Context: an optimization exercise on an open-source flow, tuned for small area and a short achievable clock period. The choices shown serve that exercise and are no tape-out recipe.
At most, simulation tests tie the RTL to the original design; equivalence was not proved.
Only the layout flow was run in runs 5, 7 and 8; the RTL was not checked for function there.
Power figures rest on the tool's default switching activity, not on a simulated workload.

**design.v**
```verilog
`timescale 1ns / 1ps
module fixedFloatConversion(
  input wire clk,
  input wire rst,
  input wire[31:0] targetnumber,
  input wire[4:0] fixpointpos,
  input wire opcode,
  output reg[31:0] result);
wire        s  = targetnumber[31];
wire [30:0] t  = targetnumber[30:0];
wire        nz = |t;
wire [4:0] lz;
lzc32 ulz (.w({t ^ {31{s}}, 1'b1}), .lz(lz));
wire [8:0] sum   = {4'd0, fixpointpos} + {1'd0, targetnumber[30:23]} + 9'd9;
wire       valid = (sum[8:5] == 4'b0100);
wire [4:0] bsh   = sum[4:0];
wire [54:0] xa = {t, 24'd0};
wire [54:0] xb = {31'd0, 1'b1, t[22:0]};
wire [4:0]  sh = opcode ? bsh : lz;
wire pa1 = ~opcode & lz[4];
wire pa0 = ~opcode & ~lz[4];
wire pb1 = opcode & bsh[4];
wire pb0 = opcode & ~bsh[4];
wire [54:16] x1 = ({39{pa1}} & xa[38:0]) | ({39{pa0}} & xa[54:16])
                | ({39{pb1}} & xb[38:0]) | ({39{pb0}} & xb[54:16]);
wire [54:24] x2 = sh[3] ? x1[46:16] : x1[54:24];
wire [54:28] x3 = sh[2] ? x2[50:24] : x2[54:28];
wire [54:30] x4 = sh[1] ? x3[52:28] : x3[54:30];
wire [54:31] y  = sh[0] ? x4[53:30] : x4[54:31];
wire st = (~sh[2] & |x2[27:24]) | (~sh[1] & |x3[29:28]) | (~sh[0] & x4[30]);
wire        cin = ~opcode & st;
wire [24:0] vp;                  
prefix_or #(.N(25)) pb (.a({y[54:31], cin}), .y(vp));
wire [23:0] low = y[54:31] ^ ({24{s}} & vp[23:0]);
wire        pow2 = s & (&(t[30:1] | ~t[29:0]));
wire [7:0]  e  = 8'd157 - {3'd0, fixpointpos} - {3'd0, lz} + {7'd0, pow2};
wire keep = opcode ? valid : nz;
always @(posedge clk) begin
  result[22:0]  <= keep ? low[22:0] : 23'd0;
  result[30:23] <= keep ? (opcode ? {{7{s & vp[24]}}, low[23]} : e) : 8'd0;
  result[31]    <= keep & s & (~opcode | vp[24]);
end
endmodule
module lzc32 (
  input  wire [31:0] w,
  output wire [4:0]  lz);
  wire [15:0] z1; wire [15:0] c1;
  wire [7:0]  z2; wire [15:0] c2;
  wire [3:0]  z3; wire [11:0] c3;
  wire [1:0]  z4; wire [7:0]  c4;
  genvar i;
  generate
    for (i = 0; i < 16; i = i + 1) begin : l1
      assign z1[i] = ~(w[2*i+1] | w[2*i]);
      assign c1[i] = ~w[2*i+1];
    end
    for (i = 0; i < 8; i = i + 1) begin : l2
      assign z2[i] = z1[2*i+1] & z1[2*i];
      assign c2[2*i+1:2*i] = z1[2*i+1] ? {1'b1, c1[2*i]} : {1'b0, c1[2*i+1]};
    end
    for (i = 0; i < 4; i = i + 1) begin : l3
      assign z3[i] = z2[2*i+1] & z2[2*i];
      assign c3[3*i+2:3*i] = z2[2*i+1] ? {1'b1, c2[4*i+1:4*i]} : {1'b0, c2[4*i+3:4*i+2]};
    end
    for (i = 0; i < 2; i = i + 1) begin : l4
      assign z4[i] = z3[2*i+1] & z3[2*i];
      assign c4[4*i+3:4*i] = z3[2*i+1] ? {1'b1, c3[6*i+2:6*i]} : {1'b0, c3[6*i+5:6*i+3]};
    end
  endgenerate
  assign lz = z4[1] ? {1'b1, c4[3:0]} : {1'b0, c4[7:4]};
endmodule
module prefix_or #(parameter N = 32) (
  input  wire [N-1:0] a,
  output wire [N-1:0] y);
  localparam L = 5;               
  wire [N-1:0] p [0:L];
  assign p[0] = a;
  genvar k, i;
  generate
    for (k = 0; k < L; k = k + 1) begin : lv
      for (i = 0; i < N; i = i + 1) begin : bt
        if ((i >> k) & 1)
          assign p[k+1][i] = p[k][i] | p[k][((i >> k) << k) - 1];
        else
          assign p[k+1][i] = p[k][i];
      end
    end
  endgenerate
  assign y = p[L];
endmodule
```
**flow/run.sh**
```bash
#!/bin/bash
# Standard layout with three changes:
#  - synthesis maps with the ABC script flow/map.abc (registers untouched:
#    abc runs without -dff, so the standard synthesis's flip-flops remain);
#  - the port buffers are the smallest buffer cell;
#  - no adder cells (ADDER_MAP_FILE empty): abc maps the adders as logic.
set -euo pipefail
W=$(pwd)
export BUFFER_PORTS_ARGS="-buffer_cell sky130_fd_sc_hd__buf_1"
# no half/full adder cells: the adders are left to abc as plain logic
export ADDER_MAP_FILE=""
{
  echo 'proc abc {args} {'
  echo '  set i [lsearch $args -script]'
  echo "  if {\$i >= 0} { lset args [expr {\$i+1}] $W/flow/map.abc }"
  echo '  yosys abc {*}$args'
  echo '}'
  cat "$W/synth_recipe.tcl"
} > "$W/my_synth.tcl"
sed -E "s#'?SYNTH_SCRIPT=[^ ']*'?#SYNTH_SCRIPT=$W/my_synth.tcl#" "$W/standard.sh" > "$W/my_standard.sh"
grep -q "SYNTH_SCRIPT=$W/my_synth.tcl" "$W/my_standard.sh"
bash "$W/my_standard.sh" > "$W/standard.log" 2>&1
```
**flow/map.abc**
```
strash
dch -f
map -B 0.9
```
**standard.sh**
```bash
#!/bin/bash
# synth_recipe.tcl (not shown) runs the flow's synth.tcl, then flattens the netlist and writes it again
# the make line also repeats each setting of config.mk as NAME=value (left out here)
make -C /OpenROAD-flow-scripts/flow DESIGN_CONFIG=/design/flow/config.mk WORK_HOME=/design/flow/orfs CLKGATE_MAP_FILE= SYNTH_SCRIPT=/design/flow/synth_recipe.tcl "${@:-finish}"
```
**config.mk**
```make
export PLATFORM = sky130hd
export DESIGN_NAME = fixedFloatConversion
export DESIGN_NICKNAME = fixedFloatConversion
export VERILOG_FILES = /design/flow/design.v
export SDC_FILE = /design/flow/constraint.sdc
export NUM_CORES = 4
export LEC_CHECK = 0
export ABC_AREA = 1
export CAP_MARGIN = 20
export CORE_MARGIN = 2
export CORE_UTILIZATION = 40
export SETUP_SLACK_MARGIN = 3.8
export SLEW_MARGIN = 20
export TNS_END_PERCENT = 0
```
**constraint.sdc**
```tcl
create_clock -name core_clock -period 9.0 [get_ports {clk}]
set_input_delay 1.8000 -clock core_clock [delete_from_list [all_inputs] [get_ports {clk}]]
set_output_delay 1.8000 -clock core_clock [all_outputs]
set_load 0.01 [all_outputs]
```
==> results_dict.tcl, run 1 <==
set metrics [dict create \
    cts_max_level 2 \
    reg.largest.list "result (32)" \
    dp_hpwl_mm 11.5 \
    root_buffer "clkbuf_8" \
    avgSynthCellArea_um2 5.08 \
    startpoint "targetnumber[13]" \
    fp-row-count 38 \
    drive_gt1_frac 0.0811 \
    cp_max_fo 24 \
    powerDensity_nw_per_um2 137 \
    hp-class "input port to flip-flop" \
    antennaDiodeCount 0 \
    worstSetupPathType "input port to flip-flop" \
    via_count 6176 \
    post_drt_wl_per_cell_um 14.7 \
    tns_ns 0 \
    regMostFlops "result" \
    die_w_um 110 \
    syn-cell-area_um2 4450 \
    first_global_vias 5300 \
    clockBufferDepth 2 \
    place_congestion 0.952 \
    crit_end "result[18]" \
    seq_area_um2 641 \
    syn_nets 916 \
    overflow 0 \
    finalPower_uw 749 \
    layout_setup_ws_ns 3.99 \
    port_buffers 70 \
    hold_depth 4 \
    finalSetupViolCount 0 \
    yosysWarnings 2 \
    finalCriticalPeriod_ns 5.01 \
    drtIter0Drc 625 \
    wl_mm 16.3 \
    coreArea_um2 10800 \
    cts_inserted_buffers 5 \
    relSlewSlack 0.459 \
    antenna_left 0 \
    drv_slew 0 \
    dieArea_um2 12000 \
    maxCapViolations 0 \
    vias_per_cell 5.54 \
    ys_types 28 \
    finalCritPeriodShare 0.556 \
    status "no timing/DRC/antenna violations" \
    tightest_slew_ns 0.804 \
    nFillCells 1216 \
    rsz0062_at_grt "false" \
    dr.pass1.iters 5 \
    die_h_um 110 \
    cts_tree "built" \
    dp_slack_ns 2.43 \
    p_leak_nw 2.40 \
    grt_usage 0.269 \
    crit_path_start_kind "input port" \
    cts_sinks 32 \
    initial_core_util 0.411 \
    hold_violations 0 \
    ios 72 \
    syn-instance-count 876 \
    place_inst 1092 \
    drc 0 \
    ir_worst_vdd_uv 74.2 \
    grt_start_max_net_pins 38 \
    syn2layout_area_growth_pct 22.9 \
    grt_pass1_wl_mm 25.6 \
    multi_input_area_um2 3810 \
    final_cells 1114 \
    synth_seq_cells 32 \
    synth-seq-area-share 0.144 \
    largest_reg_flops 32 \
    antenna_found_initial 0 \
    critPathArrivalTime_ns 5.19 \
    endpoint_kind "flip-flop" \
    clk_pin_slew_ns 0.07 \
    critPathRequiredTime_ns 9.19 \
    max_freq_ghz 0.200 \
    nNetsFinal 1013 \
]
worst min path at each step:
stage / from / endpoint / slack, ns
after detailed placement: result[30] / result[30] / 2.18
final: targetnumber[31] / result[0] / 2.03
after floorplan: opcode / result[26] / 1.93
after global placement: result[30] / result[30] / 2.18
after global routing: targetnumber[31] / result[0] / 2.07
after CTS: fixpointpos[0] / result[24] / 2.04
cells in the final DEF, fill, tap and decap left out, drive strengths merged, types with 2 or more instances in the layout:
cell      n
xor2     10
o21a      4
xnor2    11
nand2   311
inv       4
nand4     7
buf      74
a21oi    44
a31oi     2
and3      2
dfxtp    32
or2       4
clkinv   62
o21bai    2
clkbuf   17
nor3      5
nor2     80
nor4      5
o21ai    41
o31ai     2
o211ai    2
nand3   242
metrics by stage:
| step | hold WS [ns] | area, um2 | util |
|---|---|---|---|
| detailed placement | 2.18 | 4980 | 0.459 |
| CTS | 2.04 | 5250 | 0.484 |
| global route | 2.07 | 5480 | 0.505 |
| floorplan | 1.93 | 4490 | - |
| finish | 2.03 | 5480 | 0.505 |
| global placement | 2.18 | 4980 | 0.459 |
what timing repair did:
item	CTS	global route
hold buffers	0	0
cloned	2	6
setup buffers	2	4
resized for setup	19	42
endpoints found under the setup margin	31	28
pin swaps	2	7
final cells by class:
| cell class | instances | area share |
|---|---|---|
| Timing Repair Buffer | 85 | 0.0836 |
| Inverter | 65 | 0.0468 |
| Sequential cell | 32 | 0.117 |
| Multi-Input combinational cell | 783 | 0.696 |
| Timing Repair inverter | 1 | 0.00114 |
| Tap cell | 140 | 0.0320 |
| Clock buffer | 7 | 0.0176 |
| Clock inverter | 1 | 0.00548 |
cell families after synthesis:
family,synth area share
xor+xnor,0.0413
buf+inv,0.0548
compound gates,0.123
simple gates,0.637
flops,0.144
synth_stat cells:
| cell | n | area [um2] |
|---|---|---|
| nor3_1 | 5 | 25.0 |
| a2111oi_0 | 1 | 8.76 |
| and3_2 | 2 | 15.0 |
| xor2_1 | 10 | 87.6 |
| o21ai_0 | 41 | 205 |
| o31ai_1 | 2 | 15.0 |
| nand3b_1 | 1 | 7.51 |
| dfxtp_1 | 32 | 641 |
| o22ai_1 | 1 | 6.26 |
| nand4_1 | 7 | 43.8 |
| nor2_1 | 80 | 300 |
| a22o_2 | 1 | 10.0 |
| nand3_1 | 242 | 1210 |
| nor4_1 | 5 | 31.3 |
| a31oi_1 | 1 | 6.26 |
| xnor2_1 | 11 | 96.3 |
| nor3b_1 | 1 | 7.51 |
| o21a_1 | 4 | 30.0 |
| or3_2 | 1 | 7.51 |
| clkinv_1 | 65 | 244 |
| a21oi_1 | 44 | 220 |
| nand2_1 | 308 | 1160 |
| o21bai_1 | 2 | 15.0 |
| a21boi_0 | 1 | 7.51 |
| o211ai_1 | 2 | 15.0 |
| and2_2 | 1 | 7.51 |
| or2_2 | 4 | 25.0 |
| o2111ai_1 | 1 | 8.76 |
worst max-delay path: stages:
cell	delay, ns
buf_1	0.33
clkinv_1	0.18
nand2_1	0.10
nand2_1	0.06
nand2_1	0.14
nor2_4	0.05
nand2_1	0.15
clkinv_1	0.11
nand2_1	0.07
nand2_1	0.12
nand2_1	0.15
nand3_1	0.10
o21ai_2	0.07
buf_4	0.27
nand3_1	0.14
and2_2	0.23
o21ai_4	0.17
nand3_2	0.15
nor2_4	0.15
buf_12	0.14
nand2_1	0.09
nand2_1	0.11
nand2_1	0.07
o21ai_0	0.15
a21oi_1	0.06
routing by layer:
metal	wire length (um)	global-route usage	part of all wire	vias up
met3	1290	0.0385	0.079	41
li1	-	-	-	3188
met2	7180	0.435	0.44	246
met1	7430	0.369	0.45	2701
met4	447	0.0850	0.027	0
met5	0	0	0	-
report_power, final:
group	internal (mW)	total [mW]	switching, mW	leakage (nW)
registers	0.167	0.172	0.00564	0.268
clock network	0.0976	0.154	0.0568	0.0645
logic	0.136	0.422	0.286	2.07
==> inputs of run 2 (changes only) <==
--- a/config.mk
+++ b/config.mk
@@ -9,6 +9,6 @@
 export CAP_MARGIN = 20
 export CORE_MARGIN = 2
 export CORE_UTILIZATION = 40
-export SETUP_SLACK_MARGIN = 3.8
+export SETUP_SLACK_MARGIN = 3.7
 export SLEW_MARGIN = 20
 export TNS_END_PERCENT = 0
==> run 2 against run 1 <==
  * Largest cell class unchanged
  * Via count fell by 2.0%
  * Non-clock buffer count fell by 4
  * Global-route usage down 0.11 points
==> results_dict.tcl, run 2 <==
set metrics [dict create \
    post_drt_wl_per_cell_um 13.9 \
    antennaDiodeCount 0 \
    critPathArrivalTime_ns 5.16 \
    largest_reg_flops 32 \
    die_h_um 110 \
    grt_start_max_net_pins 68 \
    antenna_left 0 \
    cp_max_fo 16 \
    synth_area_leaders "nand3_1, nand2_1, dfxtp_1" \
    synth_edf_count 0 \
    syn-instance-count 876 \
    status "no timing/DRC/antenna violations" \
    hold_end "result[24]" \
    place_inst 1092 \
    drc 0 \
    antenna_found_initial 0 \
    ios 72 \
    clkPwrFrac 0.213 \
    cts_tree "built" \
    clk_pin_slew_ns 0.07 \
    netlist_top_cells_count "nand2_1, nand3_1, nor2_1" \
    worstSetupPathType "input port to flip-flop" \
    net-switching-power_uw 336 \
    die_w_um 110 \
    drive_gt1_frac 0.0611 \
    final_common_cell "nand2_1" \
    reg.largest.list "result (32)" \
    critPathRequiredTime_ns 9.19 \
    comb_power_share 0.551 \
    grt_pass1_wl_mm 25.6 \
    yosysTopAreaCell "nand3_1" \
    hold_buffers 0 \
    fin_hold_ws_ns 2.03 \
    root_buffer "clkbuf_8" \
    tightest_slew_ns 0.811 \
    finalCriticalPeriod_ns 4.97 \
    overflow 0 \
    syn_nets 916 \
    nNetsFinal 1005 \
    tns_ns 0 \
    first_global_vias 5287 \
    place_congestion 0.970 \
    hold_violations 0 \
    regMostFlops "result" \
    powerDensity_nw_per_um2 137 \
    grt_usage 0.268 \
    yosysMostFrequentCell "nand2_1" \
    crit_path_start_kind "input port" \
    hold_depth 5 \
    max_freq_ghz 0.201 \
    drv_slew 0 \
    cts_inserted_buffers 5 \
    finalSetupViolCount 0 \
    nFillCells 1243 \
    internal_power_uw 395 \
    ir_worst_vdd_uv 116 \
    finalCritPeriodShare 0.552 \
    coreArea_um2 10800 \
    finalPower_uw 731 \
    wl_mm 15.4 \
    min_from "fixpointpos[0]" \
    swShare 0.460 \
    clockBufferDepth 2 \
    dieArea_um2 12000 \
    initial_core_util 0.411 \
    synth_top_area_frac 0.272 \
    ys_types 28 \
    relSlewSlack 0.454 \
    endpoint_kind "flip-flop" \
    synth-seq-area-share 0.144 \
    fp-row-count 38 \
    rsz0062_at_grt "true" \
    maxCapViolations 0 \
    hp-class "input port to flip-flop" \
    port_buffers 70 \
    syn-cell-area_um2 4450 \
    cts_sinks 32 \
    syn2layout_area_growth_pct 19.4 \
    cts_max_level 2 \
    via_count 6050 \
    dr.pass1.iters 5 \
    ys_async_sr_fraction 0 \
    final_cell_mix "nand2_1, nand3_1, nor2_1" \
    p_leak_nw 2.33 \
    vias_per_cell 5.47 \
    pwr-share-seq 0.236 \
    avgSynthCellArea_um2 5.08 \
    final_cells 1106 \
    synth_seq_cells 32 \
    dp_hpwl_mm 11.5 \
    drtIter0Drc 510 \
    ys.flop_type "dfxtp_1" \
    yosysWarnings 2 \
]
-- run 2: layer usage --
layer	vias up	GRT usage	share of wire
met1	2628	0.364	0.46
met2	224	0.429	0.44
li1	3166	-	-
met3	32	0.0504	0.072
met5	-	0	0
met4	0	0.0832	0.022
-- run 2: worst max-delay path by stage --
stage | depth (start not counted) | from | end | slack, ns
3_3_place_gp | 18 | targetnumber[31] | result[22] | 2.34
6_report | 25 | targetnumber[13] | result[18] | 4.03
4_1_cts | 23 | targetnumber[31] | result[22] | 3.75
2_1_floorplan | 18 | targetnumber[31] | result[22] | 3.72
5_1_grt | 24 | targetnumber[31] | result[11] | 3.68
3_5_place_dp | 18 | targetnumber[31] | result[22] | 2.28
-- run 2: cell families after synthesis --
group / after synthesis / share of synthesized area
buf+inv: 65 / 0.0548
simple gates: 657 / 0.637
xor+xnor: 21 / 0.0413
compound gates: 101 / 0.123
flops: 32 / 0.144
-- run 2: final cells by class --
class,instances,area (um2),area share
clock buffers,7,96.3,0.0181
clock inverters,1,30.0,0.00565
inverters,65,253,0.0475
multi-input cells,780,3700,0.696
flip-flops and latches,32,641,0.120
well taps,140,175,0.0329
repair buffers,81,420,0.0790
-- run 2: worst max-delay path, cell delays in order --
cell	delay (ns)
buf_1	0.31
clkinv_1	0.17
nand2_1	0.10
nand2_1	0.06
nand2_1	0.11
nor2_2	0.06
nand2_1	0.15
clkinv_1	0.11
nand2_1	0.07
nand2_1	0.11
nand2_1	0.14
nand3_1	0.09
o21ai_2	0.20
buf_6	0.23
nand3_1	0.11
and2_2	0.20
o21ai_2	0.19
nand3_2	0.16
nor2_4	0.16
buf_12	0.13
nand2_1	0.10
nand2_1	0.12
nand2_1	0.07
o21ai_0	0.15
a21oi_1	0.06
-- run 2: metrics by stage --
step / util / cell area, um2 / setup slack (ns)
floorplan: - / 4480 / 3.72
global placement: 0.458 / 4960 / 2.34
detailed placement: 0.458 / 4960 / 2.28
CTS: 0.479 / 5190 / 3.75
global route: 0.491 / 5320 / 3.68
finish: 0.491 / 5320 / 4.03
-- run 2: power by group through the flow --
stage | clock [mW] | combinational [mW] | sequential [mW]
after CTS | 0.160 | 0.391 | 0.173
after global routing | 0.165 | 0.462 | 0.175
after global placement | 0 | 0.379 | 0.176
after detailed placement | 0 | 0.381 | 0.175
after floorplan | 0 | 0.262 | 0.189
final | 0.156 | 0.403 | 0.172
-- run 2: repair_timing --
| action | CTS | global route |
|---|---|---|
| pin swaps | 2 | 2 |
| buffers inserted | 3 | 0 |
| gates resized for setup | 17 | 29 |
| setup endpoints to repair | 32 | 28 |
| cloned | 1 | 2 |
==> inputs of run 3 (changes only) <==
--- a/config.mk
+++ b/config.mk
@@ -9,6 +9,6 @@
 export CAP_MARGIN = 20
 export CORE_MARGIN = 2
 export CORE_UTILIZATION = 40
-export SETUP_SLACK_MARGIN = 3.7
+export SETUP_SLACK_MARGIN = 3.5
 export SLEW_MARGIN = 20
 export TNS_END_PERCENT = 0
==> run 3 against run 2 <==
  * Global-route usage grew 0.28 points
  * Sequential cell count is the same
  * Non-clock buffer count decreased by 1
  * Largest power group unchanged
  * Highest routed layer unchanged
==> results_dict.tcl, run 3 <==
set metrics [dict create \
    status "no timing/DRC/antenna violations" \
    seq_area_um2 641 \
    rsz0062_at_grt "true" \
    ios 72 \
    die_h_um 110 \
    cp_max_fo 23 \
    cts_tree "built" \
    tns_ns 0 \
    overflow 0 \
    finalPower_uw 680 \
    grt_pass1_wl_mm 25.7 \
    ys_types 28 \
    first_global_vias 5295 \
    clk_pin_slew_ns 0.06 \
    synth-seq-area-share 0.144 \
    drv_slew 0 \
    finalCriticalPeriod_ns 5.09 \
    p_leak_nw 2.28 \
    final_common_cell "nand2_1" \
    critPathArrivalTime_ns 5.28 \
    maxCapViolations 0 \
    drc 0 \
    min_from "fixpointpos[0]" \
    fin_hold_ws_ns 2.03 \
    clockBufferDepth 2 \
    finalSetupViolCount 0 \
    max_freq_ghz 0.197 \
    hold_end "result[24]" \
    syn-instance-count 876 \
    place_congestion 0.950 \
    avgSynthCellArea_um2 5.08 \
    grt_usage 0.271 \
    syn-cell-area_um2 4450 \
    endpoint_kind "flip-flop" \
    cts_max_level 2 \
    tightest_slew_ns 0.833 \
    nFillCells 1238 \
    root_buffer "clkbuf_8" \
    port_buffers 70 \
    syn_nets 916 \
    multi_input_area_um2 3670 \
    largest_reg_flops 32 \
    nNetsFinal 1004 \
    netlist_top_cells_count "nand2_1, nand3_1, nor2_1" \
    ys.flop_type "dfxtp_1" \
    critPathRequiredTime_ns 9.19 \
    cts_inserted_buffers 5 \
    fp-row-count 38 \
    synth_seq_cells 32 \
    syn2layout_area_growth_pct 17.2 \
    crit_path_start_kind "input port" \
    drive_gt1_frac 0.0488 \
    regMostFlops "result" \
    via_count 6113 \
    post_drt_wl_per_cell_um 14.2 \
    initial_core_util 0.411 \
    reg.largest.list "result (32)" \
    relSlewSlack 0.439 \
    hold_violations 0 \
    ir_worst_vdd_uv 68.7 \
    startpoint "targetnumber[31]" \
    hold_depth 5 \
    yosysMostFrequentCell "nand2_1" \
    powerDensity_nw_per_um2 130 \
    coreArea_um2 10800 \
    dp_hpwl_mm 11.5 \
    ys_async_sr_fraction 0 \
    cts_sinks 32 \
    vias_per_cell 5.54 \
    finalCritPeriodShare 0.565 \
    drtIter0Drc 579 \
    antenna_found_initial 0 \
    yosysWarnings 2 \
    synth_top_area_frac 0.272 \
    antenna_left 0 \
    antennaDiodeCount 0 \
    dieArea_um2 12000 \
    synth_edf_count 0 \
    worstSetupPathType "input port to flip-flop" \
    yosysTopAreaCell "nand3_1" \
    dr.pass1.iters 6 \
    hp-class "input port to flip-flop" \
    wl_mm 15.6 \
    synth_area_leaders "nand3_1, nand2_1, dfxtp_1" \
    final_cell_mix "nand2_1, nand3_1, nor2_1" \
    grt_start_max_net_pins 68 \
    die_w_um 110 \
]
run 3: cell counts after synthesis:
Identical to the previous run, type by type.
run 3: cells by family after synthesis:
family | after synthesis | synth area share
XOR/XNOR | 21 | 0.0413
AO/OA/AOI/OAI | 101 | 0.123
buffers and inverters | 65 | 0.0548
flip-flops | 32 | 0.144
AND/OR/NAND/NOR | 657 | 0.637
run 3: worst max-delay path, stage by stage:
cell and delay, ns:
clkbuf_2 0.22, buf_12 0.22, xnor2_1 0.20, nand2_1 0.11, nor2_2 0.15, nand2_1 0.14, nor2_4 0.21, nor2_1 0.13
buf_4 0.25, nand2_1 0.10, nand2_1 0.07, nand2_1 0.05, nand2_1 0.11, nand2_1 0.10, nand3_1 0.09, and2_2 0.19
o21ai_2 0.18, nand3_2 0.16, nor2_4 0.16, buf_12 0.14, nand2_1 0.10, nand2_1 0.11, nand2_1 0.07, o21ai_0 0.14
a21oi_1 0.05
run 3: power breakdown:
part | switching [mW] | internal (mW)
combinational | 0.273 | 0.128
sequential | 0.00562 | 0.167
clock | 0.0539 | 0.0525
total | 0.332 | 0.348
run 3: per-stage QoR:
stage,cell area [um2],std cells,utilization,setup WS (ns)
floorplan,4480,876,-,3.61
global placement,4960,1092,0.458,2.35
detailed placement,4960,1092,0.458,2.32
CTS,5120,1102,0.472,3.54
global route,5220,1104,0.482,3.50
finish,5220,1104,0.482,3.91
run 3: final cells by class:
| type | instances | area share |
|---|---|---|
| Clock buffer | 6 | 0.0139 |
| Clock inverter | 1 | 0.000959 |
| Inverter | 65 | 0.0484 |
| Multi-Input combinational cell | 780 | 0.704 |
| Sequential cell | 32 | 0.123 |
| Tap cell | 140 | 0.0336 |
| Timing Repair Buffer | 80 | 0.0765 |
run 3: metal layers:
metal	track usage	share of wire	vias to the layer above
met1	0.371	0.46	2677
met5	0	0	-
met2	0.438	0.44	241
met4	0.0805	0.025	0
met3	0.0415	0.076	29
li1	-	-	3166
run 3: how the worst max path moves through the flow:
stage,to,slack (ns),cells past startpoint
floorplan,result[22],3.61,22
global placement,result[22],2.35,19
detailed placement,result[28],2.32,21
CTS,result[28],3.54,25
global route,result[18],3.50,25
finish,result[18],3.91,25
run 3: repair_timing:
action	4_1_cts	5_1_grt
hold buffers	0	0
endpoints found under the setup margin	30	28
gates cloned	1	2
setup buffers	2	0
gates resized for setup	13	19
pin swaps	2	0
==> inputs of run 4 (changes only) <==
--- a/config.mk
+++ b/config.mk
@@ -7,8 +7,10 @@
 export LEC_CHECK = 0
 export ABC_AREA = 1
 export CAP_MARGIN = 20
+export CELL_PAD_IN_SITES_DETAIL_PLACEMENT = 0
+export CELL_PAD_IN_SITES_GLOBAL_PLACEMENT = 0
 export CORE_MARGIN = 2
 export CORE_UTILIZATION = 40
-export SETUP_SLACK_MARGIN = 3.5
+export SETUP_SLACK_MARGIN = 3.6
 export SLEW_MARGIN = 20
 export TNS_END_PERCENT = 0
==> run 4 against run 3 <==
  * Count of clock-buffer cells in the layout unchanged
  * Non-clock buffer count unchanged
  * Sequential cell count unchanged
  * Sequential share of layout area down 0.12 points
  * Clock power about the same
  * Highest routed layer unchanged
  * Via count about the same
  * Final cell count unchanged
  * Global-route usage unchanged
  * Combinational power up 1%
  * Critical endpoint unchanged
==> results_dict.tcl, run 4 <==
set metrics [dict create \
    status "no timing/DRC/antenna violations" \
    max_freq_ghz 0.197 \
    p_leak_nw 2.29 \
    rsz0062_at_grt "false" \
    dp_slack_ns 2.32 \
    antennaDiodeCount 0 \
    place_congestion 0.950 \
    hold_end "result[24]" \
    dp_hpwl_mm 11.5 \
    ys_types 28 \
    startpoint "targetnumber[31]" \
    dieArea_um2 12000 \
    path_common_cell "nand2_1" \
    ir_worst_vdd_uv 69.1 \
    hp-class "input port to flip-flop" \
    nFillCells 1231 \
    avgSynthCellArea_um2 5.08 \
    synth_area_leaders "nand3_1, nand2_1, dfxtp_1" \
    cts_sinks 32 \
    grt_pass1_wl_mm 25.7 \
    synth_edf_count 0 \
    root_buffer "clkbuf_8" \
    finalCritPeriodShare 0.563 \
    dr.pass1.iters 5 \
    netlist_top_cells_count "nand2_1, nand3_1, nor2_1" \
    finalSetupViolCount 0 \
    hold_depth 5 \
    largest_reg_flops 32 \
    synth_top_area_frac 0.272 \
    cp_max_fo 18 \
    yosysMostFrequentCell "nand2_1" \
    drc 0 \
    die_w_um 110 \
    first_global_vias 5295 \
    cp_cell_sequence "buf_2, inv_4, o21ai_0, nor2_2, nand2_1, clkinv_1, a21oi_1, a31oi_2, nand3_1, nand2_1, nor2_1, nand2_1, nor2_4, buf_12, nand2_1, nand2_1, nand2_1, o21ai_0, a21oi_1" \
    clk_pin_slew_ns 0.06 \
    critPathArrivalTime_ns 5.25 \
    via_count 6114 \
    fp-row-count 38 \
    syn-cell-area_um2 4450 \
    regMostFlops "result" \
    final_cell_mix "nand2_1, nand3_1, nor2_1" \
    yosysTopAreaCell "nand3_1" \
    final_util 0.486 \
    endpoint_kind "flip-flop" \
    drtIter0Drc 538 \
    cts_inserted_buffers 5 \
    grt_start_max_net_pins 68 \
    cts_tree "built" \
    ys_async_sr_fraction 0 \
    reg.largest.list "result (32)" \
    slowest_delay_ns 0.56 \
    syn_nets 916 \
    synth-seq-area-share 0.144 \
    die_h_um 110 \
    overflow 0 \
    yosysWarnings 2 \
    port_buffers 70 \
    powerDensity_nw_per_um2 130 \
    coreArea_um2 10800 \
    syn-instance-count 876 \
    grt_usage 0.271 \
    antenna_found_initial 0 \
    finalCriticalPeriod_ns 5.07 \
    synth_seq_cells 32 \
    min_from "fixpointpos[0]" \
    wl_mm 15.7 \
    vias_per_cell 5.54 \
    post_drt_wl_per_cell_um 14.2 \
    tns_ns 0 \
    crit_path_start_kind "input port" \
    layout_setup_ws_ns 3.93 \
    ios 72 \
    worstSetupPathType "input port to flip-flop" \
    drive_gt1_frac 0.0529 \
    final_common_cell "nand2_1" \
    drv_slew 0 \
    syn2layout_area_growth_pct 18.3 \
    clockBufferDepth 2 \
    tightest_slew_ns 0.752 \
    cpMaxStageDelayCell "a21oi_1" \
    relSlewSlack 0.494 \
    nNetsFinal 1004 \
    hold_violations 0 \
    antenna_left 0 \
    ys.flop_type "dfxtp_1" \
    maxCapViolations 0 \
    initial_core_util 0.411 \
    critPathRequiredTime_ns 9.19 \
    cts_max_level 2 \
]
[run 4: cell count changes in the layout (fill, tap and decap cells not counted), sizes merged]
| cell | before | now |
|---|---|---|
| buf | 77 | 78 |
| clkbuf | 9 | 8 |
| clkinv | 65 | 64 |
| inv | 1 | 2 |
[run 4: layout make-up]
| cell class | instances | area [um2] | area share |
|---|---|---|---|
| Inverter | 65 | 253 | 0.0480 |
| Tap cell | 140 | 175 | 0.0332 |
| Multi-Input combinational cell | 780 | 3720 | 0.705 |
| Timing Repair Buffer | 80 | 407 | 0.0772 |
| Sequential cell | 32 | 641 | 0.122 |
| Clock buffer | 6 | 72.6 | 0.0138 |
| Clock inverter | 1 | 5.00 | 0.000950 |
[run 4: cell families after synthesis]
group,after synthesis,synth area share
AOI/OAI and AO/OA,101,0.123
xor gates and xnor gates,21,0.0413
buffers and inverters,65,0.0548
and+or+nand+nor,657,0.637
DFF,32,0.144
[run 4: worst max-delay path by stage]
| stage | slack [ns] | endpoint | cells past startpoint |
|---|---|---|---|
| 2_1_floorplan | 3.61 | result[22] | 22 |
| 3_3_place_gp | 2.35 | result[22] | 19 |
| 3_5_place_dp | 2.32 | result[28] | 21 |
| 4_1_cts | 3.61 | result[28] | 23 |
| 5_1_grt | 3.59 | result[18] | 27 |
| 6_report | 3.93 | result[18] | 19 |
[run 4: worst max-delay path, delay by kind of cell]
family                 cells  cell delay, ns
AOI/OAI and AO/OA          5            1.47
and+or+nand+nor           10            1.23
buffers and inverters      4            0.73
[run 4: metal layers]
layer,part of all wire,vias to the layer above,GRT usage
met1,0.46,2710,0.371
met2,0.43,203,0.438
met4,0.034,0,0.0805
met3,0.070,40,0.0415
li1,-,3161,-
met5,0,-,0
[run 4: what timing repair did]
action | 4_1_cts | 5_1_grt
setup endpoints to repair | 31 | 28
resized for setup | 14 | 29
cloned | 1 | 2
hold buffers | 0 | 0
endpoints found under the hold margin | 0 | 0
setup buffers | 2 | 0
pin swaps | 2 | 1
[run 4: per-stage QoR]
stage                     cells  instance area [um2]  power (mW)  hold slack (ns)
after floorplan             876                 4480       0.451             1.93
after global placement     1092                 4960       0.555             2.19
after detailed placement   1092                 4960       0.557             2.19
after CTS                  1102                 5120       0.674             2.02
after global routing       1104                 5270       0.757             2.07
final                      1104                 5270       0.686             2.03
[run 4: power by group]
part	internal (mW)	switching [mW]	total, mW	leakage, nW
clock	0.0525	0.0547	0.107	0.0410
combinational	0.131	0.276	0.407	1.98
sequential	0.167	0.00560	0.172	0.268
==> inputs of run 5 (changes only) <==
--- a/design.v
+++ b/design.v
@@ -33,7 +33,8 @@
 prefix_or #(.N(25)) pb (.a({y[54:31], cin}), .y(vp));
 wire [23:0] low = y[54:31] ^ ({24{s}} & vp[23:0]);
 wire        pow2 = s & (&(t[30:1] | ~t[29:0]));
-wire [7:0]  e  = 8'd157 - {3'd0, fixpointpos} - {3'd0, lz} + {7'd0, pow2};
+wire [7:0]  ek = 8'd126 - {3'd0, fixpointpos} + {7'd0, pow2};
+wire [7:0]  e  = ek + {3'd0, ~lz};
 wire keep = opcode ? valid : nz;
 always @(posedge clk) begin
   result[22:0]  <= keep ? low[22:0] : 23'd0;
--- a/flow/run.sh
+++ b/flow/run.sh
@@ -1,5 +1,5 @@
 #!/bin/bash
-# Standard layout with three changes:
+# Standard layout with two changes:
 #  - synthesis maps with the ABC script flow/map.abc (registers untouched:
 #    abc runs without -dff, so the standard synthesis's flip-flops remain);
 #  - the port buffers are the smallest buffer cell;
--- a/config.mk
+++ b/config.mk
@@ -7,8 +7,6 @@
 export LEC_CHECK = 0
 export ABC_AREA = 1
 export CAP_MARGIN = 20
-export CELL_PAD_IN_SITES_DETAIL_PLACEMENT = 0
-export CELL_PAD_IN_SITES_GLOBAL_PLACEMENT = 0
 export CORE_MARGIN = 2
 export CORE_UTILIZATION = 40
 export SETUP_SLACK_MARGIN = 3.6
==> run 5 against run 4 <==
  * Cell area up 2.4%
  * First-iteration DRC count down 4.8%
  * Largest cell class unchanged
  * Core utilization up 1.2 points
  * Final cell count up 0.91%
  * Total power up 8.1%
  * Critical path depth up 6
  * Clock power up 44%
  * Setup slack worse by 0.093 ns
  * Sequential power about the same
==> results_dict.tcl, run 5 <==
set metrics [dict create \
    nNetsFinal 1013 \
    syn-cell-area_um2 4450 \
    synthSimpleGateAreaFrac 0.653 \
    via_count 6169 \
    synth-seq-area-share 0.144 \
    cts_sinks 32 \
    cts_max_level 2 \
    dieArea_um2 12000 \
    reg.largest.list "result (32)" \
    drv_slew 0 \
    p_leak_nw 2.35 \
    clockBufferDepth 2 \
    synth_edf_count 0 \
    synth_top_family_by_area "simple AND/OR/NAND/NOR gates" \
    synth.area.mux_share 0 \
    powerDensity_nw_per_um2 138 \
    die_h_um 110 \
    fp-row-count 38 \
    finalCriticalPeriod_ns 5.16 \
    root_buffer "clkbuf_8" \
    path_common_cell "nand2_1" \
    finalCritPeriodShare 0.573 \
    place_area_um2 4950 \
    ios 72 \
    endpoint_kind "flip-flop" \
    netlist_top_cells_count "nand2_1, nand3_1, nor2_1" \
    port_buffers 70 \
    syn_nets 919 \
    path_delay_family "simple AND/OR/NAND/NOR gates" \
    drc 0 \
    synth-adder-area-share 0 \
    slowest_delay_ns 0.27 \
    clk_pin_slew_ns 0.07 \
    grt_start_max_net_pins 41 \
    final_common_cell "nand2_1" \
    maxCapViolations 0 \
    crit_cells 25 \
    drtIter0Drc 512 \
    ys.flop_type "dfxtp_1" \
    place_inst 1096 \
    dp_hpwl_mm 11.6 \
    synth_area_leaders "nand3_1, nand2_1, dfxtp_1" \
    grt_usage 0.271 \
    cpMaxStageDelayCell "nor2_1" \
    worstSetupPathType "input port to flip-flop" \
    yosysTopAreaCell "nand3_1" \
    status "no timing/DRC/antenna violations" \
    dr.pass1.iters 6 \
    vias_per_cell 5.54 \
    place_congestion 0.944 \
    avgSynthCellArea_um2 5.07 \
    largest_reg_flops 32 \
    yosysMostFrequentCell "nand2_1" \
    rsz0062_at_grt "true" \
    syn2layout_area_growth_pct 21.2 \
    critPathRequiredTime_ns 9.18 \
    antenna_left 0 \
    post_drt_wl_per_cell_um 14.0 \
    cts_inserted_buffers 5 \
    final_cell_mix "nand2_1, nand3_1, nor2_1" \
    initial_core_util 0.411 \
    synthXorXnorAreaFrac 0.0275 \
    ys_async_sr_fraction 0 \
    first_global_vias 5477 \
    worst-path-buf-inv 3 \
    tns_ns 0 \
    critPathArrivalTime_ns 5.34 \
    grt_pass1_wl_mm 26.1 \
    ys_types 20 \
    fin_hold_ws_ns 2.08 \
    yosysWarnings 2 \
    synth_seq_cells 32 \
    hold_violations 0 \
    syn-instance-count 879 \
    crit_end "result[18]" \
    regMostFlops "result" \
    overflow 0 \
    die_w_um 110 \
    ir_worst_vdd_uv 102 \
    finalPower_uw 742 \
    tightest_slew_ns 0.692 \
    startpoint "targetnumber[25]" \
    coreArea_um2 10800 \
    antenna_found_initial 0 \
    postLayoutCellArea_um2 5400 \
    finalSetupViolCount 0 \
    drive_gt1_frac 0.0585 \
    max_freq_ghz 0.194 \
    cp_max_fo 20 \
    hp-class "input port to flip-flop" \
    cts_tree "built" \
    synth_compound_area_frac 0.123 \
    crit_path_start_kind "input port" \
    relSlewSlack 0.537 \
    wl_mm 15.7 \
    final_cells 1114 \
    hold_buffers 0 \
    synth_top_area_frac 0.257 \
    antennaDiodeCount 0 \
]
==> run 5: cell count changes in the layout (fill, tap and decap cells not counted), moves of 3 or more <==
| cell | delta |
|---|---|
| a21oi_1 | +11 |
| nand3_1 | -15 |
| xnor2_1 | -5 |
| o21ai_1 | +3 |
| nor2_1 | +7 |
| or2_2 | -4 |
| nand2_1 | -10 |
| buf_4 | +5 |
| nand2_4 | +5 |
| nand4_1 | +25 |
==> run 5: cells by family after synthesis <==
logic type,count (synthesis)
AO/OA/AOI/OAI,105
XOR/XNOR,14
buffers and inverters,62
flip-flops,32
AND/OR/NAND/NOR,666
==> run 5: where the power goes <==
part           internal (mW)  switching, mW  leakage (nW)  total, mW
registers              0.169        0.00578         0.268      0.174
clock network         0.0976         0.0560        0.0645      0.154
logic                  0.132          0.282          2.02      0.414
total                  0.399          0.343          2.35      0.742
==> run 5: worst min-delay path, delay by kind of cell <==
family                 cells  cell delay, ns
AO/OA/AOI/OAI              1            0.05
buffers and inverters      2            0.32
AND/OR/NAND/NOR            1            0.14
==> run 5: layer usage <==
metal / up-vias / track usage / share of wire / routed length [um]
li1: 3214 / - / - / -
met1: 2712 / 0.364 / 0.46 / 7150
met2: 204 / 0.444 / 0.45 / 7020
met3: 39 / 0.0427 / 0.067 / 1040
met4: 0 / 0.0886 / 0.028 / 439
met5: - / 0 / 0 / 0
==> run 5: worst min-delay path by stage <==
stage	startpoint	to	slack, ns	cells past startpoint
2_1_floorplan	targetnumber[31]	result[31]	1.94	2
3_3_place_gp	result[28]	result[28]	2.18	1
3_5_place_dp	result[24]	result[24]	2.19	1
4_1_cts	opcode	result[23]	2.05	4
5_1_grt	opcode	result[23]	2.12	4
6_report	opcode	result[23]	2.08	4
==> run 5: final cells by class <==
| cell class | instances | area [um2] |
|---|---|---|
| clock buffers | 7 | 96.3 |
| clock inverters | 1 | 30.0 |
| fillers | 1218 | 5450 |
| inverters | 62 | 253 |
| multi-input cells | 788 | 3790 |
| flip-flops and latches | 32 | 641 |
| well taps | 140 | 175 |
| repair buffers | 84 | 405 |
==> run 5: through the flow <==
step | setup WS, ns | utilization
after global placement | 2.27 | 0.457
after global routing | 3.53 | 0.498
after CTS | 3.58 | 0.481
final | 3.84 | 0.498
after detailed placement | 2.25 | 0.457
after floorplan | 3.63 | -
==> run 5: what timing repair did <==
item | 4_1_cts | 5_1_grt
pin swaps | 3 | 7
setup endpoints to repair | 29 | 31
cloned | 1 | 2
resized for setup | 26 | 29
buffers inserted | 1 | 6
endpoints found under the hold margin | 0 | 0
==> inputs of run 6 (changes only) <==
--- a/design.v
+++ b/design.v
@@ -33,8 +33,7 @@
 prefix_or #(.N(25)) pb (.a({y[54:31], cin}), .y(vp));
 wire [23:0] low = y[54:31] ^ ({24{s}} & vp[23:0]);
 wire        pow2 = s & (&(t[30:1] | ~t[29:0]));
-wire [7:0]  ek = 8'd126 - {3'd0, fixpointpos} + {7'd0, pow2};
-wire [7:0]  e  = ek + {3'd0, ~lz};
+wire [7:0]  e  = 8'd157 - {3'd0, fixpointpos} - {3'd0, lz} + {7'd0, pow2};
 wire keep = opcode ? valid : nz;
 always @(posedge clk) begin
   result[22:0]  <= keep ? low[22:0] : 23'd0;
--- a/flow/run.sh
+++ b/flow/run.sh
@@ -2,13 +2,10 @@
 # Standard layout with two changes:
 #  - synthesis maps with the ABC script flow/map.abc (registers untouched:
 #    abc runs without -dff, so the standard synthesis's flip-flops remain);
-#  - the port buffers are the smallest buffer cell;
-#  - no adder cells (ADDER_MAP_FILE empty): abc maps the adders as logic.
+#  - the port buffers are the smallest buffer cell.
 set -euo pipefail
 W=$(pwd)
 export BUFFER_PORTS_ARGS="-buffer_cell sky130_fd_sc_hd__buf_1"
-# no half/full adder cells: the adders are left to abc as plain logic
-export ADDER_MAP_FILE=""
 {
   echo 'proc abc {args} {'
   echo '  set i [lsearch $args -script]'
==> run 6 against run 5 <==
  * Setup slack better by 0.083 ns
  * Final cell count up 3.6%
  * Still clean
  * Clock power grew 34%
  * Highest routed layer unchanged
  * Synthesized cell count is 3.6% higher
  * Area after synthesis is 4.2% higher
==> results_dict.tcl, run 6 <==
set metrics [dict create \
    nNetsFinal 1072 \
    first_global_vias 5443 \
    cts_max_level 2 \
    drive_gt1_frac 0.0574 \
    yosysMostFrequentCell "nand2_1" \
    comb_power_share 0.537 \
    syn-instance-count 911 \
    vias_per_cell 5.38 \
    dr.pass1.iters 5 \
    maxCapViolations 0 \
    cts_sinks 32 \
    ys.flop_type "dfxtp_1" \
    ys_async_sr_fraction 0 \
    port_buffers 70 \
    finalSetupViolCount 0 \
    finalCriticalPeriod_ns 5.08 \
    clockBufferDepth 2 \
    antenna_left 0 \
    regMostFlops "result" \
    yosysWarnings 2 \
    layout_setup_ws_ns 3.92 \
    worstSetupPathType "input port to flip-flop" \
    crit_cells 22 \
    overflow 0 \
    grt_start_max_net_pins 42 \
    yosysTopAreaCell "nand2_1" \
    clkPwrFrac 0.247 \
    status "no timing/DRC/antenna violations" \
    slowest_delay_ns 0.43 \
    cp_max_fo 30 \
    via_count 6212 \
    ios 72 \
    synth_edf_count 0 \
    path_delay_family "simple AND/OR/NAND/NOR gates" \
    ys_types 27 \
    drtIter0Drc 503 \
    net-switching-power_uw 367 \
    drc 0 \
    path_common_cell "nand2_1" \
    post_drt_wl_per_cell_um 13.4 \
    hp-class "input port to flip-flop" \
    antennaDiodeCount 0 \
    crit_end "result[30]" \
    final_cell_mix "nand2_1, nand3_1, nor2_1" \
    reg.largest.list "result (32)" \
    die_h_um 112 \
    synth_seq_cells 32 \
    clk_pin_slew_ns 0.05 \
    pwr-share-seq 0.215 \
    hold_buffers 0 \
    antenna_found_initial 0 \
    syn-cell-area_um2 4640 \
    cts_tree "built" \
    swShare 0.442 \
    critPathRequiredTime_ns 9.17 \
    p_leak_nw 2.61 \
    initial_core_util 0.408 \
    hold_violations 0 \
    place_congestion 1.01 \
    cp_cell_sequence "buf_1, clkinv_1, ha_1, clkinv_1, ha_1, fa_1, or2_2, nand3_2, nand2_8, nand2_1, nand2_1, nand2_1, nand3_1, nand3_1, o21a_1, nand3_1, nor2_4, nand4_1, nand2_1, nand2_1, nand2_1, nor2_1" \
    syn2layout_area_growth_pct 20.4 \
    internal_power_uw 465 \
    fp-row-count 39 \
    avgSynthCellArea_um2 5.09 \
    root_buffer "clkbuf_16" \
    synth_area_leaders "nand2_1, nand3_1, dfxtp_1" \
    dp_hpwl_mm 11.6 \
    grt_pass1_wl_mm 25.6 \
    cpMaxStageDelayCell "fa_1" \
    synth-seq-area-share 0.138 \
    final_common_cell "nand2_1" \
    synth_top_area_frac 0.309 \
    worst-path-buf-inv 3 \
    ir_worst_vdd_uv 94.0 \
    tns_ns 0 \
    netlist_top_cells_count "nand2_1, nand3_1, nor2_1" \
    endpoint_kind "flip-flop" \
    crit_path_start_kind "input port" \
    startpoint "targetnumber[23]" \
    critPathArrivalTime_ns 5.24 \
    powerDensity_nw_per_um2 149 \
    die_w_um 112 \
    tightest_slew_ns 0.559 \
    largest_reg_flops 32 \
    grt_usage 0.248 \
    wl_mm 15.4 \
    cts_inserted_buffers 5 \
    finalCritPeriodShare 0.564 \
    rsz0062_at_grt "true" \
    dieArea_um2 12500 \
    finalPower_uw 832 \
    relSlewSlack 0.625 \
    dp_slack_ns 2.39 \
    syn_nets 973 \
    max_freq_ghz 0.197 \
    fin_hold_ws_ns 2.01 \
    drv_slew 0 \
    coreArea_um2 11400 \
    nFillCells 1332 \
]
run 6: power groups by stage:
stage	sequential [mW]	clock [mW]	combinational (mW)
floorplan	0.199	0	0.286
finish	0.179	0.206	0.447
CTS	0.180	0.211	0.429
global route	0.182	0.217	0.512
detailed placement	0.182	0	0.422
global placement	0.182	0	0.419
run 6: cell families after synthesis:
| group | count (synthesis) | synth area share |
|---|---|---|
| buf+inv | 74 | 0.0599 |
| fa+ha+maj | 22 | 0.0626 |
| compound gates | 105 | 0.121 |
| flops | 32 | 0.138 |
| simple gates | 670 | 0.603 |
| xor+xnor | 8 | 0.0151 |
run 6: worst min-delay path by stage:
| stage | start | to | slack [ns] | depth (start not counted) |
|---|---|---|---|---|
| after floorplan | opcode | result[27] | 1.93 | 2 |
| after global placement | result[30] | result[30] | 2.19 | 1 |
| after detailed placement | result[28] | result[28] | 2.18 | 1 |
| after CTS | opcode | result[24] | 2.01 | 4 |
| after global routing | opcode | result[24] | 2.04 | 4 |
| final | fixpointpos[4] | result[29] | 2.01 | 4 |
run 6: layout make-up:
class / count / area [um2] / share of cell area
clock buffer: 7 / 153 / 0.0273
multi-input combinational: 805 / 3820 / 0.685
timing repair buffer: 92 / 459 / 0.0822
tap: 143 / 179 / 0.0320
clock inverter: 1 / 30.0 / 0.00538
sequential: 32 / 641 / 0.115
inverter: 74 / 300 / 0.0538
run 6: layer usage:
| layer | global-route usage | up-vias | part of all wire |
|---|---|---|---|
| met5 | 0 | - | 0 |
| met4 | 0.0708 | 0 | 0.021 |
| met3 | 0.0441 | 27 | 0.071 |
| met2 | 0.417 | 203 | 0.45 |
| met1 | 0.327 | 2741 | 0.45 |
| li1 | - | 3241 | - |
run 6: through the flow:
| step | std cells | instance area, um2 | util |
|---|---|---|---|
| 6_report | 1154 | 5590 | 0.491 |
| 5_1_grt | 1154 | 5590 | 0.491 |
| 4_1_cts | 1144 | 5400 | 0.475 |
| 3_5_place_dp | 1135 | 5170 | 0.454 |
| 3_3_place_gp | 1135 | 5170 | 0.454 |
| 2_1_floorplan | 911 | 4640 | - |
run 6: repair_timing:
action | CTS | global route
resized for setup | 15 | 28
buffers inserted | 1 | 10
setup endpoints to repair | 29 | 26
gates cloned | 0 | 0
pin swaps | 1 | 5
==> inputs of run 7 (changes only) <==
--- a/design.v
+++ b/design.v
@@ -11,16 +11,18 @@
 wire        nz = |t;
 wire [4:0] lz;
 lzc32 ulz (.w({t ^ {31{s}}, 1'b1}), .lz(lz));
-wire [8:0] sum   = {4'd0, fixpointpos} + {1'd0, targetnumber[30:23]} + 9'd9;
-wire       valid = (sum[8:5] == 4'b0100);
-wire [4:0] bsh   = sum[4:0];
+wire [9:0] d     = 10'd150 - {5'd0, fixpointpos} - {2'd0, targetnumber[30:23]};
+wire       valid = (d[9:5] == 5'd0);
+wire [4:0] bsh   = ~d[4:0];
 wire [54:0] xa = {t, 24'd0};
 wire [54:0] xb = {31'd0, 1'b1, t[22:0]};
 wire [4:0]  sh = opcode ? bsh : lz;
-wire pa1 = ~opcode & lz[4];
-wire pa0 = ~opcode & ~lz[4];
-wire pb1 = opcode & bsh[4];
-wire pb0 = opcode & ~bsh[4];
+wire ka  = ~opcode & nz;        
+wire kb  = opcode & valid;
+wire pa1 = ka & lz[4];
+wire pa0 = ka & ~lz[4];
+wire pb1 = kb & bsh[4];
+wire pb0 = kb & ~bsh[4];
 wire [54:16] x1 = ({39{pa1}} & xa[38:0]) | ({39{pa0}} & xa[54:16])
                 | ({39{pb1}} & xb[38:0]) | ({39{pb0}} & xb[54:16]);
 wire [54:24] x2 = sh[3] ? x1[46:16] : x1[54:24];
@@ -34,11 +36,10 @@
 wire [23:0] low = y[54:31] ^ ({24{s}} & vp[23:0]);
 wire        pow2 = s & (&(t[30:1] | ~t[29:0]));
 wire [7:0]  e  = 8'd157 - {3'd0, fixpointpos} - {3'd0, lz} + {7'd0, pow2};
-wire keep = opcode ? valid : nz;
 always @(posedge clk) begin
-  result[22:0]  <= keep ? low[22:0] : 23'd0;
-  result[30:23] <= keep ? (opcode ? {{7{s & vp[24]}}, low[23]} : e) : 8'd0;
-  result[31]    <= keep & s & (~opcode | vp[24]);
+  result[22:0]  <= low[22:0];
+  result[30:23] <= opcode ? {{7{s & vp[24]}}, low[23]} : (nz ? e : 8'd0);
+  result[31]    <= s & (opcode ? vp[24] : nz);
 end
 endmodule
 module lzc32 (
==> flow/map.abc (replaced) <==
strash
dch -f
map -B 0.9
topo
stime -c
buffer -c
upsize -c
dnsize -c
--- a/config.mk
+++ b/config.mk
@@ -9,6 +9,6 @@
 export CAP_MARGIN = 20
 export CORE_MARGIN = 2
 export CORE_UTILIZATION = 40
-export SETUP_SLACK_MARGIN = 3.6
+export SETUP_SLACK_MARGIN = 3
 export SLEW_MARGIN = 20
 export TNS_END_PERCENT = 0
==> run 7 against run 6 <==
  * Global-route usage shrank 2.6 points
  * Non-clock buffer count shrank 15
  * Synthesized cell count shrank 1.2%
  * Clock power shrank 7%
  * Largest cell class unchanged
  * Via count shrank 3.8%
  * Still clean on timing, DRC and antenna
  * Wire length grew 0.73%
  * Total power grew 5.2%
==> results_dict.tcl, run 7 <==
set metrics [dict create \
    vias_per_cell 5.37 \
    comb_power_share 0.557 \
    syn2layout_area_growth_pct 7.85 \
    dieArea_um2 14000 \
    clockBufferDepth 2 \
    fp-row-count 41 \
    synth_top_area_frac 0.220 \
    hold_buffers 0 \
    regMostFlops "result" \
    avgSynthCellArea_um2 5.81 \
    drtIter0Drc 661 \
    ys_async_sr_fraction 0 \
    overflow 0 \
    reg.largest.list "result (32)" \
    hold_end "result[23]" \
    port_buffers 70 \
    synth_seq_cells 32 \
    final_cell_mix "nand3_1, nand2_1, inv_1" \
    place_congestion 0.923 \
    tightest_slew_ns 0.929 \
    post_drt_wl_per_cell_um 14.0 \
    maxCapViolations 0 \
    hold_depth 3 \
    dp_hpwl_mm 12.3 \
    grt_pass1_wl_mm 26.1 \
    ir_worst_vdd_uv 62.0 \
    ys_types 47 \
    syn-cell-area_um2 5230 \
    drc 0 \
    rsz0062_at_grt "false" \
    finalSetupViolCount 0 \
    antenna_left 0 \
    wl_met1_mm 7.52 \
    final_cells 1112 \
    die_h_um 118 \
    root_buffer "clkbuf_16" \
    min_from "opcode" \
    critPathRequiredTime_ns 9.15 \
    slowest_delay_ns 0.35 \
    route.met3.wl_um 901 \
    crit_path_start_kind "input port" \
    clkPwrFrac 0.220 \
    pwr-share-seq 0.223 \
    grt_start_max_net_pins 45 \
    status "no timing/DRC/antenna violations" \
    powerDensity_nw_per_um2 155 \
    endpoint_kind "flip-flop" \
    coreArea_um2 12700 \
    finalCritPeriodShare 0.619 \
    max_freq_ghz 0.180 \
    dr.pass1.iters 5 \
    grt_usage 0.222 \
    finalCriticalPeriod_ns 5.57 \
    cp_cell_sequence "buf_4, buf_6, nand2_1, nand2_1, nand3_1, nor2_2, nand2_4, clkinv_4, nand2_1, nand2_2, nand2_2, nand2_8, inv_4, nand3_1, nand3_1, nand3_1, nand2_1, nor2_2, nand3_4, nor2_4, nand3_4, o21bai_4, o21ai_2" \
    cts_max_level 2 \
    die_w_um 118 \
    dp_slack_ns 2.56 \
    ys.flop_type "dfxtp_1" \
    wl_mm 15.6 \
    initial_core_util 0.413 \
    antennaDiodeCount 0 \
    syn_nets 961 \
    dr_wl_met2_mm 6.82 \
    synth-seq-area-share 0.122 \
    via_count 5976 \
    syn-instance-count 900 \
    tns_ns 0 \
    place_inst 1104 \
    routed.top_layer "met4" \
    cp_max_fo 34 \
    critPathArrivalTime_ns 5.72 \
    synth_edf_count 0 \
    fin_hold_ws_ns 1.94 \
    nFillCells 1436 \
    final_common_cell "nand3_1" \
    netlist_top_cells_count "nand3_1, nand2_1, inv_1" \
    swShare 0.460 \
    relSlewSlack 0.381 \
    yosysWarnings 2 \
    yosysMostFrequentCell "nand3_1" \
    p_leak_nw 2.67 \
    synth_area_leaders "nand3_1, nand2_1, dfxtp_1" \
    worstSetupPathType "input port to flip-flop" \
    finalPower_uw 875 \
    largest_reg_flops 32 \
    antenna_found_initial 0 \
    ios 72 \
    net-switching-power_uw 402 \
    hp-class "input port to flip-flop" \
    worst-path-buf-inv 4 \
    drive_gt1_frac 0.0883 \
    yosysTopAreaCell "nand3_1" \
    layout_setup_ws_ns 3.43 \
    path_delay_family "simple AND/OR/NAND/NOR gates" \
    postCtsSetupRepairBufs 0 \
    drv_slew 0 \
    cpMaxStageDelayCell "buf_4" \
    post_cts_resized 2 \
    first_global_vias 5312 \
    cts_sinks 32 \
    hold_violations 0 \
    cts_tree "built" \
    internal_power_uw 473 \
    cts_inserted_buffers 5 \
    clk_pin_slew_ns 0.05 \
    nNetsFinal 1000 \
]
run 7: layout make-up:
type                            instances  area, um2  area share
Sequential cell                        32        641       0.114
Clock buffer                            5        125      0.0222
Tap cell                              172        215      0.0382
Timing Repair Buffer                   77        323      0.0572
Multi-Input combinational cell        729       3930       0.697
Inverter                               94        365      0.0648
Clock inverter                          3       42.5     0.00754
run 7: cells by family (layout without fill, tap and decap cells):
logic type | Yosys count | in the layout | share of synthesized area
xor gates and xnor gates | 28 | 28 | 0.0469
and+or+nand+nor | 594 | 594 | 0.544
AOI/OAI and AO/OA | 86 | 86 | 0.104
buffers and inverters | 139 | 179 | 0.129
DFF | 32 | 32 | 0.122
adders and majority gates | 21 | 21 | 0.0531
run 7: how the worst max path moves through the flow:
stage | startpoint | end | slack, ns | cells after the start
finish | targetnumber[31] | result[26] | 3.43 | 23
global route | targetnumber[31] | result[24] | 3.00 | 23
CTS | targetnumber[31] | result[26] | 3.09 | 23
floorplan | fixpointpos[0] | result[14] | 4.12 | 26
global placement | targetnumber[31] | result[26] | 2.59 | 23
detailed placement | targetnumber[31] | result[26] | 2.56 | 23
run 7: routing by layer:
layer / GRT usage / up-vias
li1: - / 3103
met5: 0 / -
met4: 0.0580 / 0
met3: 0.0222 / 23
met1: 0.321 / 2655
met2: 0.350 / 195
run 7: worst min-delay path, stage by stage:
cell,delay [ns]
buf_1,0.19
nand3_1,0.13
nand2_1,0.04
run 7: stage by stage:
| step | util | area (um2) |
|---|---|---|
| final | 0.445 | 5640 |
| after global routing | 0.445 | 5640 |
| after CTS | 0.444 | 5620 |
| after detailed placement | 0.430 | 5450 |
| after global placement | 0.430 | 5450 |
| after floorplan | - | 5230 |
run 7: power groups by stage:
stage / registers, mW / logic (mW) / clock network [mW]
5_1_grt: 0.200 / 0.550 / 0.202
6_report: 0.195 / 0.488 / 0.192
3_3_place_gp: 0.198 / 0.480 / 0
2_1_floorplan: 0.223 / 0.357 / 0
4_1_cts: 0.196 / 0.485 / 0.197
3_5_place_dp: 0.199 / 0.483 / 0
==> inputs of run 8 (changes only) <==
==> flow/map.abc (replaced) <==
strash
dch -f
map -B 0.9
==> run 8 against run 7 <==
  * Clock power is essentially flat
  * Hold slack gained 0.077 ns
  * Total power shrank 1.2%
  * Sequential cell count is the same
  * Critical path type unchanged
  * Highest routed layer unchanged
==> results_dict.tcl, run 8 <==
set metrics [dict create \
    yosysTopAreaCell "nand3_1" \
    hold_depth 3 \
    cts_sinks 32 \
    dr.pass1.iters 5 \
    antennaDiodeCount 0 \
    overflow 0 \
    first_global_vias 5363 \
    coreArea_um2 11400 \
    dieArea_um2 12500 \
    ios 72 \
    hold_violations 0 \
    p_leak_nw 2.34 \
    vias_per_cell 5.61 \
    rsz0062_at_grt "false" \
    via_count 6110 \
    dp_hpwl_mm 11.9 \
    powerDensity_nw_per_um2 158 \
    crit_end "result[28]" \
    syn2layout_area_growth_pct 18.3 \
    maxCapViolations 0 \
    finalSetupViolCount 0 \
    ys_async_sr_fraction 0 \
    yosysWarnings 2 \
    antenna_left 0 \
    syn-instance-count 855 \
    fin_hold_ws_ns 2.02 \
    synth_edf_count 0 \
    largest_reg_flops 32 \
    die_w_um 112 \
    ir_worst_vdd_uv 83.9 \
    cts_inserted_buffers 5 \
    final_cell_mix "nand3_1, nand2_1, clkinv_1" \
    drc 0 \
    drive_gt1_frac 0.0486 \
    synth_seq_cells 32 \
    netlist_top_cells_count "nand3_1, nand2_1, clkinv_1" \
    avgSynthCellArea_um2 5.42 \
    grt_usage 0.248 \
    syn_nets 916 \
    synth_area_leaders "nand3_1, nand2_1, dfxtp_1" \
    multi_input_area_um2 3760 \
    drtIter0Drc 491 \
    reg.largest.list "result (32)" \
    syn-cell-area_um2 4640 \
    place_inst 1079 \
    yosysMostFrequentCell "nand3_1" \
    max_freq_ghz 0.181 \
    nNetsFinal 1006 \
    regMostFlops "result" \
    nFillCells 1286 \
    ys_types 25 \
    clockBufferDepth 2 \
    synth-seq-area-share 0.138 \
    critPathRequiredTime_ns 9.15 \
    wl_mm 15.4 \
    grt_pass1_wl_mm 25.9 \
    tns_ns 0 \
    antenna_found_initial 0 \
    dp_slack_ns 1.30 \
    hp-class "input port to flip-flop" \
    cts_tree "built" \
    initial_core_util 0.408 \
    synth_top_area_frac 0.260 \
    drv_slew 0 \
    worstSetupPathType "input port to flip-flop" \
    port_buffers 70 \
    final_cells 1089 \
    final_common_cell "nand3_1" \
    finalCritPeriodShare 0.614 \
    hold_buffers 0 \
    endpoint_kind "flip-flop" \
    die_h_um 112 \
    post_drt_wl_per_cell_um 14.2 \
    ys.flop_type "dfxtp_1" \
    clk_pin_slew_ns 0.05 \
    seq_area_um2 641 \
    tightest_slew_ns 0.672 \
    cp_max_fo 34 \
    status "no timing/DRC/antenna violations" \
    fp-row-count 39 \
    relSlewSlack 0.551 \
    place_congestion 1.01 \
    finalCriticalPeriod_ns 5.53 \
    layout_setup_ws_ns 3.47 \
    critPathArrivalTime_ns 5.67 \
    cts_max_level 2 \
    startpoint "targetnumber[31]" \
    grt_start_max_net_pins 45 \
    crit_path_start_kind "input port" \
    root_buffer "clkbuf_16" \
]
## run 8: changes by cell type in the layout (fill, tap and decap cells not counted), moves of 8 or more
cell      delta
nand2_2     -18
inv_1       -87
o21ai_2      -9
nand3_1     +10
nor2_1       +8
o21ai_1     -10
nand2_1     +18
clkinv_1    +88
o21ai_0     +17
## run 8: worst max-delay path, stage by stage
cell and delay, ns:
clkbuf_4 0.31, buf_4 0.39, nor2_1 0.10, o21ai_0 0.21, nor2_1 0.10, a21oi_1 0.16
nor2_1 0.05, o21ai_0 0.44, nand3_1 0.22, o21ai_4 0.23, buf_4 0.22, nand3_1 0.12
nand3_1 0.09, nand2_1 0.09, nor2_1 0.12, nand3_1 0.17, nor2_2 0.12, buf_4 0.19
nand3_2 0.14, o21bai_4 0.25, o21ai_0 0.11
## run 8: worst min path at each step
stage / from / end / slack [ns]
2_1_floorplan: targetnumber[31] / result[31] / 1.91
3_3_place_gp: result[31] / result[31] / 2.19
3_5_place_dp: result[24] / result[24] / 2.18
4_1_cts: opcode / result[23] / 2.01
5_1_grt: opcode / result[23] / 2.08
6_report: opcode / result[23] / 2.02
## run 8: logic make-up after synthesis
kind of cell	synth area share
DFF	0.138
adders and majority gates	0.0599
buffers and inverters	0.0761
xor gates and xnor gates	0.0529
AOI/OAI and AO/OA	0.103
and+or+nand+nor	0.571
## run 8: report_power, final
part,leakage (nW),total (mW),internal [mW],switching [mW]
Sequential,0.270,0.195,0.186,0.00948
Combinational,1.99,0.477,0.155,0.321
Clock,0.0808,0.193,0.130,0.0628
Total,2.34,0.865,0.471,0.394
## run 8: stage by stage
stage	util	cell area (um2)	total power, mW
6_report	0.482	5490	0.865
5_1_grt	0.482	5490	0.945
4_1_cts	0.474	5390	0.858
3_5_place_dp	0.456	5190	0.658
3_3_place_gp	0.456	5190	0.657
2_1_floorplan	-	4660	0.526
## run 8: cell type report
type / count / area share
multi-input cells: 729 / 0.685
flip-flops and latches: 32 / 0.117
inverters: 94 / 0.0684
repair buffers: 83 / 0.0671
well taps: 143 / 0.0326
clock buffers: 6 / 0.0235
clock inverters: 2 / 0.00639
## run 8: timing repair
item	in CTS	in global routing
endpoints found under the hold margin	0	0
setup endpoints to repair	32	26
pin swaps	0	3
resized for setup	12	20
setup buffers	0	2
## run 8: routing by layer
layer | vias to the layer above | GRT usage | part of all wire
met1 | 2744 | 0.346 | 0.47
met2 | 210 | 0.402 | 0.44
li1 | 3128 | - | -
met5 | - | 0 | 0
met3 | 28 | 0.0299 | 0.066
met4 | 0 | 0.0749 | 0.024

## port drivers added, routing unchanged
In the flow no input, the clock included, has a driving cell. The finished layouts below were timed again as built, in two steps.
Step 1, drivers: a clkbuf_16 drives clk and a buf_2 each remaining input, both assumed.
Step 2 times the ports against the registers' clock, not the clock port: input delays grow and output delays shrink by t, the midpoint of the rising clock arrivals with the driver on.
Three values: ideal ports, drivers, drivers and shift; two values: the first two.
run | shift t [ns] | slack for setup (ns) | worst hold slack (ns) | worst register clock-pin slew, ns
run 1 | 0.329 | 3.993 / 4.001 / 3.673 | 2.028 / 2.017 / 2.205 | 0.07 / 0.07
run 2 | 0.329 | 4.035 / 4.043 / 3.714 | 2.025 / 2.025 / 2.207 | 0.07 / 0.07
run 3 | 0.330 | 3.911 / 3.925 / 3.595 | 2.029 / 2.022 / 2.207 | 0.06 / 0.06
run 4 | 0.334 | 3.934 / 3.950 / 3.616 | 2.027 / 2.020 / 2.207 | 0.06 / 0.06
run 5 | 0.324 | 3.841 / 3.850 / 3.526 | 2.079 / 2.070 / 2.205 | 0.07 / 0.07
run 6 | 0.316 | 3.924 / 3.939 / 3.623 | 2.014 / 2.000 / 2.202 | 0.05 / 0.05
run 7 | 0.310 | 3.431 / 3.446 / 3.136 | 1.942 / 1.934 / 2.202 | 0.06 / 0.06
run 8 | 0.312 | 3.474 / 3.461 / 3.148 | 2.019 / 2.003 / 2.199 | 0.06 / 0.06
After both steps every run listed still meets setup and hold. The setup slack of run 8, which loses most, moves by -0.013 ns with the drivers and by -0.326 ns with both steps.
